Background: an optimization exercise with open tools, aiming at small area. Do not read the settings as production practice.
RTL that was checked went through simulation tests only; none was proved equivalent to the original. No driver is modelled on the clock port, so clocking that relies on it looks cheaper here than on a real chip.

==> flow/design.v (excerpt) <==
module mips(
	input clk, reset,
	output [31:0] instr_addr,
	input [31:0] instr_in,
	output [31:0] data_addr,
	input [31:0] data_in,
	output logic [31:0] data_out,
	output logic [1:0] data_access_size,
	output data_rd_wr);
For scale: roughly 170 I/O pins, about 33000 um^2 of cells after synthesis.
export LEC_CHECK = 0
export CAP_MARGIN = 20
export CORE_MARGIN = 2
export CORE_UTILIZATION = 55
export CTS_BUF_LIST = sky130_fd_sc_hd__clkbuf_16
export CTS_CLUSTER_DIAMETER = 100
export CTS_CLUSTER_SIZE = 25
export PLACE_DENSITY = 0.7
export SLEW_MARGIN = 20
create_clock -name core_clock -period 15.0 [get_ports {clk}]
standard.sh (not shown) runs the stock make flow with config.mk's settings and CLKGATE_MAP_FILE= SYNTH_SCRIPT=/design/flow/synth_recipe.tcl, a recipe that flattens the netlist after the stock synthesis.
==> flow/flow/run.sh <==
#!/bin/bash
# The standard layout (standard.sh), with these ORFS settings changed
# through the environment:
#  - synthesis maps logic with an area-oriented ABC script (flow/abc_area.script,
#    used in place of ORFS's abc_speed.script in a copy of ORFS's scripts
#    folder); everything else in synthesis is unchanged, so the registers are
#    the standard synthesis's
#  - ports are buffered with buf_1 cells instead of clkdlybuf4s50_1
#  - clock tree: sink clusters of up to 32 flip-flops, each driven by a
#    clkbuf_16, and no dummy loads
# standard.sh's full output goes to standard.log in this folder; ORFS's own
# per-step logs stay under orfs/logs.
set -o pipefail
rm -rf scripts_abc
cp -r "$FLOW_HOME/scripts" scripts_abc
cp flow/abc_area.script scripts_abc/abc_speed.script
export SCRIPTS_DIR="$PWD/scripts_abc"
export BUFFER_PORTS_ARGS="-buffer_cell sky130_fd_sc_hd__buf_1"
export CTS_ARGS="-sink_clustering_enable -repair_clock_nets -dont_use_dummy_load -sink_clustering_size 32 -sink_clustering_max_diameter 90 -buf_list sky130_fd_sc_hd__clkbuf_16"
bash standard.sh > standard.log 2>&1
==> flow/flow/abc_area.script <==
&get -n
&st
&dch
&nf -R 1000 -p -F 16 -C 32
&put
topo
dnsize -c
Edit:
--- a/flow/config.mk
+++ b/flow/config.mk
@@ -9,3 +9,3 @@
 export CORE_MARGIN = 2
-export CORE_UTILIZATION = 55
+export CORE_UTILIZATION = 72
 export CTS_BUF_LIST = sky130_fd_sc_hd__clkbuf_16
@@ -13,3 +13,3 @@
 export CTS_CLUSTER_SIZE = 25
-export PLACE_DENSITY = 0.7
+export PLACE_DENSITY = 0.88
 export SLEW_MARGIN = 20
Maximum frequency barely changes.
Die area goes down by a quarter to a third.
Global-route usage grows by 10 points.
Wire length rose by a little under a tenth.
Sequential share of layout area rose by 0.62 points.
Edit:
--- a/flow/config.mk
+++ b/flow/config.mk
@@ -9,3 +9,3 @@
 export CORE_MARGIN = 2
-export CORE_UTILIZATION = 72
+export CORE_UTILIZATION = 45
 export CTS_BUF_LIST = sky130_fd_sc_hd__clkbuf_16
@@ -13,3 +13,3 @@
 export CTS_CLUSTER_SIZE = 25
-export PLACE_DENSITY = 0.88
+export PLACE_DENSITY = 0.6
 export SLEW_MARGIN = 20
Outcome: Routed wire length fell by 2.9%; die area rises by 59%; non-clock buffer count rises by 24; fmax went up by 0.84%; synthesized cell count stays the same; global-route usage is lower by 14 points; worst setup slack gains 0.12 ns.
Edit:
--- a/flow/flow/run.sh
+++ b/flow/flow/run.sh
@@ -8,2 +8,4 @@
 #  - ports are buffered with buf_1 cells instead of clkdlybuf4s50_1
+#  - after global routing, cells on paths with positive slack are sized down
+#    (ORFS's RECOVER_POWER, all such paths)
 #  - clock tree: sink clusters of up to 32 flip-flops, each driven by a
@@ -17,2 +19,3 @@
 export SCRIPTS_DIR="$PWD/scripts_abc"
+export RECOVER_POWER=100
 export BUFFER_PORTS_ARGS="-buffer_cell sky130_fd_sc_hd__buf_1"
--- a/flow/config.mk
+++ b/flow/config.mk
@@ -9,3 +9,3 @@
 export CORE_MARGIN = 2
-export CORE_UTILIZATION = 45
+export CORE_UTILIZATION = 65
 export CTS_BUF_LIST = sky130_fd_sc_hd__clkbuf_16
@@ -13,3 +13,3 @@
 export CTS_CLUSTER_SIZE = 25
-export PLACE_DENSITY = 0.6
+export PLACE_DENSITY = 0.8
 export SLEW_MARGIN = 20
Outcome:
- The new run finished with capacitance limit, slew limit left
- worst setup slack is worse by 0.14 ns
- cell count shrinks by 8.0%
- synthesized cell count does not change


mips, a different RTL version from the one above (not shown whole).
Size: ~170 I/O pins, roughly 35000 µm² of cells after synthesis.
==> flow/design.v (excerpt) <==
module mips(
	input clk, reset,
	output [31:0] instr_addr,
	input [31:0] instr_in,
	output [31:0] data_addr,
	input [31:0] data_in,
	output logic [31:0] data_out,
	output logic [1:0] data_access_size,
	output data_rd_wr);
Settings: LEC_CHECK=0, CAP_MARGIN=20, CORE_MARGIN=2, CORE_UTILIZATION=55, CTS_BUF_LIST=sky130_fd_sc_hd__clkbuf_16, CTS_CLUSTER_DIAMETER=100, CTS_CLUSTER_SIZE=25, PLACE_DENSITY=0.7, SLEW_MARGIN=20; clock period 15.0 ns.
==> flow/flow/run.sh <==
#!/bin/bash
# The standard layout (standard.sh), with two ORFS settings passed in the
# environment:
#  - ports are buffered with buf_1 cells instead of clkdlybuf4s50_1
#  - clock tree: sink clusters of up to 32 flip-flops, each driven by a
#    clkbuf_16, and no dummy loads
# standard.sh's full output goes to standard.log in this folder; ORFS's own
# per-step logs stay under orfs/logs.
set -o pipefail
export BUFFER_PORTS_ARGS="-buffer_cell sky130_fd_sc_hd__buf_1"
export CTS_ARGS="-sink_clustering_enable -repair_clock_nets -dont_use_dummy_load -sink_clustering_size 32 -sink_clustering_max_diameter 90 -buf_list sky130_fd_sc_hd__clkbuf_16"
bash standard.sh > standard.log 2>&1
The first run finished clean.
Next try:
--- a/flow/flow/run.sh
+++ b/flow/flow/run.sh
@@ -2,2 +2,6 @@
-# The standard layout (standard.sh), with two ORFS settings passed in the
-# environment:
+# The standard layout (standard.sh), with these ORFS settings changed
+# through the environment:
+#  - synthesis maps logic with an area-oriented ABC script (flow/abc_area.script,
+#    used in place of ORFS's abc_speed.script in a copy of ORFS's scripts
+#    folder); everything else in synthesis is unchanged, so the registers are
+#    the standard synthesis's
@@ -9,0 +14,4 @@
+rm -rf scripts_abc
+cp -r "$FLOW_HOME/scripts" scripts_abc
+cp flow/abc_area.script scripts_abc/abc_speed.script
+export SCRIPTS_DIR="$PWD/scripts_abc"
==> flow/flow/abc_area.script (new file) <==
&get -n
&st
&dch
&nf -R 1000 -p -F 16 -C 32
&put
topo
dnsize -c
The new run went through all stages and came out clean; count of clock-buffer cells in the layout fell by 1; hold slack improves by 0.021 ns; global-route usage rose by 0.59 points; final cell count hardly moves.
Next try:
==> flow/flow/run.sh (replaced) <==
#!/bin/bash
# The standard layout (standard.sh), with two ORFS settings passed in the
# environment:
#  - ports are buffered with buf_1 cells instead of clkdlybuf4s50_1
#  - clock tree: sink clusters of up to 25 flip-flops, each driven by a
#    clkbuf_16, and no dummy loads
# standard.sh's full output goes to standard.log in this folder; ORFS's own
# per-step logs stay under orfs/logs.
set -o pipefail
export BUFFER_PORTS_ARGS="-buffer_cell sky130_fd_sc_hd__buf_1"
export CTS_ARGS="-sink_clustering_enable -repair_clock_nets -dont_use_dummy_load -sink_clustering_size 25 -sink_clustering_max_diameter 100 -buf_list sky130_fd_sc_hd__clkbuf_16"
bash standard.sh > standard.log 2>&1
removed: flow/flow/abc_area.script
The changed run completed with no timing, DRC or antenna violations.
Setup slack gets better by 0.31 ns.
First-iteration DRC count is higher by about 13%.
Hold slack gets better by 0.0085 ns.
Via count barely changes.
Area after synthesis is higher by 5.0%.
Design area is higher by 3.1%.


== run a ==
Another version of the RTL of mips (not shown whole).
For scale: roughly 1,100 flip-flops, roughly 170 I/O pins.
==> flow/config.mk <==
export PLATFORM = sky130hd
export DESIGN_NAME = mips
export DESIGN_NICKNAME = mips
export VERILOG_FILES = /design/flow/design.v
export SDC_FILE = /design/flow/constraint.sdc
export NUM_CORES = 4
export LEC_CHECK = 0
export CAP_MARGIN = 20
export CORE_MARGIN = 2
export CORE_UTILIZATION = 55
export CTS_BUF_LIST = sky130_fd_sc_hd__clkbuf_16
export CTS_CLUSTER_DIAMETER = 100
export CTS_CLUSTER_SIZE = 25
export PLACE_DENSITY = 0.7
export SLEW_MARGIN = 20
==> flow/constraint.sdc <==
create_clock -name core_clock -period 15.0 [get_ports {clk}]
set_input_delay 3.0000 -clock core_clock [delete_from_list [all_inputs] [get_ports {clk}]]
set_output_delay 3.0000 -clock core_clock [all_outputs]
set_load 0.01 [all_outputs]
==> flow/flow/run.sh <==
#!/bin/bash
# The standard layout (standard.sh), with two ORFS settings passed in the
# environment:
#  - ports are buffered with buf_1 cells instead of clkdlybuf4s50_1
#  - clock tree: sink clusters of up to 25 flip-flops, each driven by a
#    clkbuf_16, and no dummy loads
# standard.sh's full output goes to standard.log in this folder; ORFS's own
# per-step logs stay under orfs/logs.
set -o pipefail
cp standard.sh standard.sh.txt
export BUFFER_PORTS_ARGS="-buffer_cell sky130_fd_sc_hd__buf_1"
export CTS_ARGS="-sink_clustering_enable -repair_clock_nets -dont_use_dummy_load -sink_clustering_size 25 -sink_clustering_max_diameter 100 -buf_list sky130_fd_sc_hd__clkbuf_16"
bash standard.sh > standard.log 2>&1
Relative to run a, the following input files were edited for run b:
==> flow/run.sh (new file) <==
#!/bin/bash
# synth_recipe.tcl (not shown) runs the flow's synth.tcl, then flattens the netlist and writes it again
# the make line also repeats each setting of config.mk as NAME=value (left out here)
make -C /OpenROAD-flow-scripts/flow DESIGN_CONFIG=/design/flow/config.mk WORK_HOME=/design/flow/orfs CLKGATE_MAP_FILE= SYNTH_SCRIPT=/design/flow/synth_recipe.tcl finish
removed: flow/flow/run.sh
removed: flow/standard.sh
==> comparison <==
- Every stage of the flow completed for run b, and the final layout passed the timing, DRC and antenna checks.
- Number of clock buffer instances in the layout grows by a few percent when moving from run a to run b.
- Run b vs. run a: clock period minus final worst setup slack went up by 0.15 ns; signed area change from the synthesized netlist to the final layout now larger.
- Run b and run a ended up with nearly the same met1 track demand over resource.
Function was not checked in any run of this note: the RTL went through the layout flow alone.

-- afterwards: timing with drivers on the ports --
The results above use ideal ports. As a check the final layouts listed here were re-extracted and re-timed, cells and wires unchanged.
Step 1 assumes that a clkbuf_16 drives the clock port and a buf_2 every other input.
Step 2, shift: input delay + t, output delay - t, t = (earliest + latest rising clock arrival at the registers) / 2. This alone moves slack from input paths to output paths.
Slacks: no drivers / after step 1 / after step 2; pairs: no drivers / after step 1.
run | t, ns | slack for setup (ns) | worst setup path after step 2 | worst register clock-pin slew, ns | worst data-port slew with drivers (ns)
the first run of note 1 | 0.643 | 0.770 / 0.773 / 0.131 | input to register | 0.12 / 0.12 | 0.12
the second run of note 1 | 0.653 | 0.744 / 0.777 / 0.125 | input to register | 0.12 / 0.12 | 0.12
the third run of note 1 | 0.659 | 0.863 / 0.895 / 0.236 | input to register | 0.12 / 0.12 | 0.05
the fourth run of note 1 | 0.637 | 0.725 / 0.757 / 0.120 | input to register | 0.12 / 0.12 | 0.08
the first run of note 2 | 0.657 | 1.008 / 1.035 / 0.378 | input to register | 0.12 / 0.12 | 0.04
the second run of note 2 | 0.648 | 0.769 / 0.806 / 0.158 | input to register | 0.12 / 0.12 | 0.09
the third run of note 2 | 0.668 | 1.079 / 1.103 / 0.434 | input to register | 0.10 / 0.10 | 0.04
run a | 0.660 | 0.326 / 0.286 / -0.374 | input to register | 0.10 / 0.10 | 0.10
run b | 0.705 | 0.173 / 0.169 / -0.536 | input to register | 0.11 / 0.11 | 0.13
Met with ideal ports but missed after step 2: setup timing in run a and run b. For run b, which loses most, drivers alone change the setup slack by -0.004 ns; drivers and shift together by -0.709 ns.
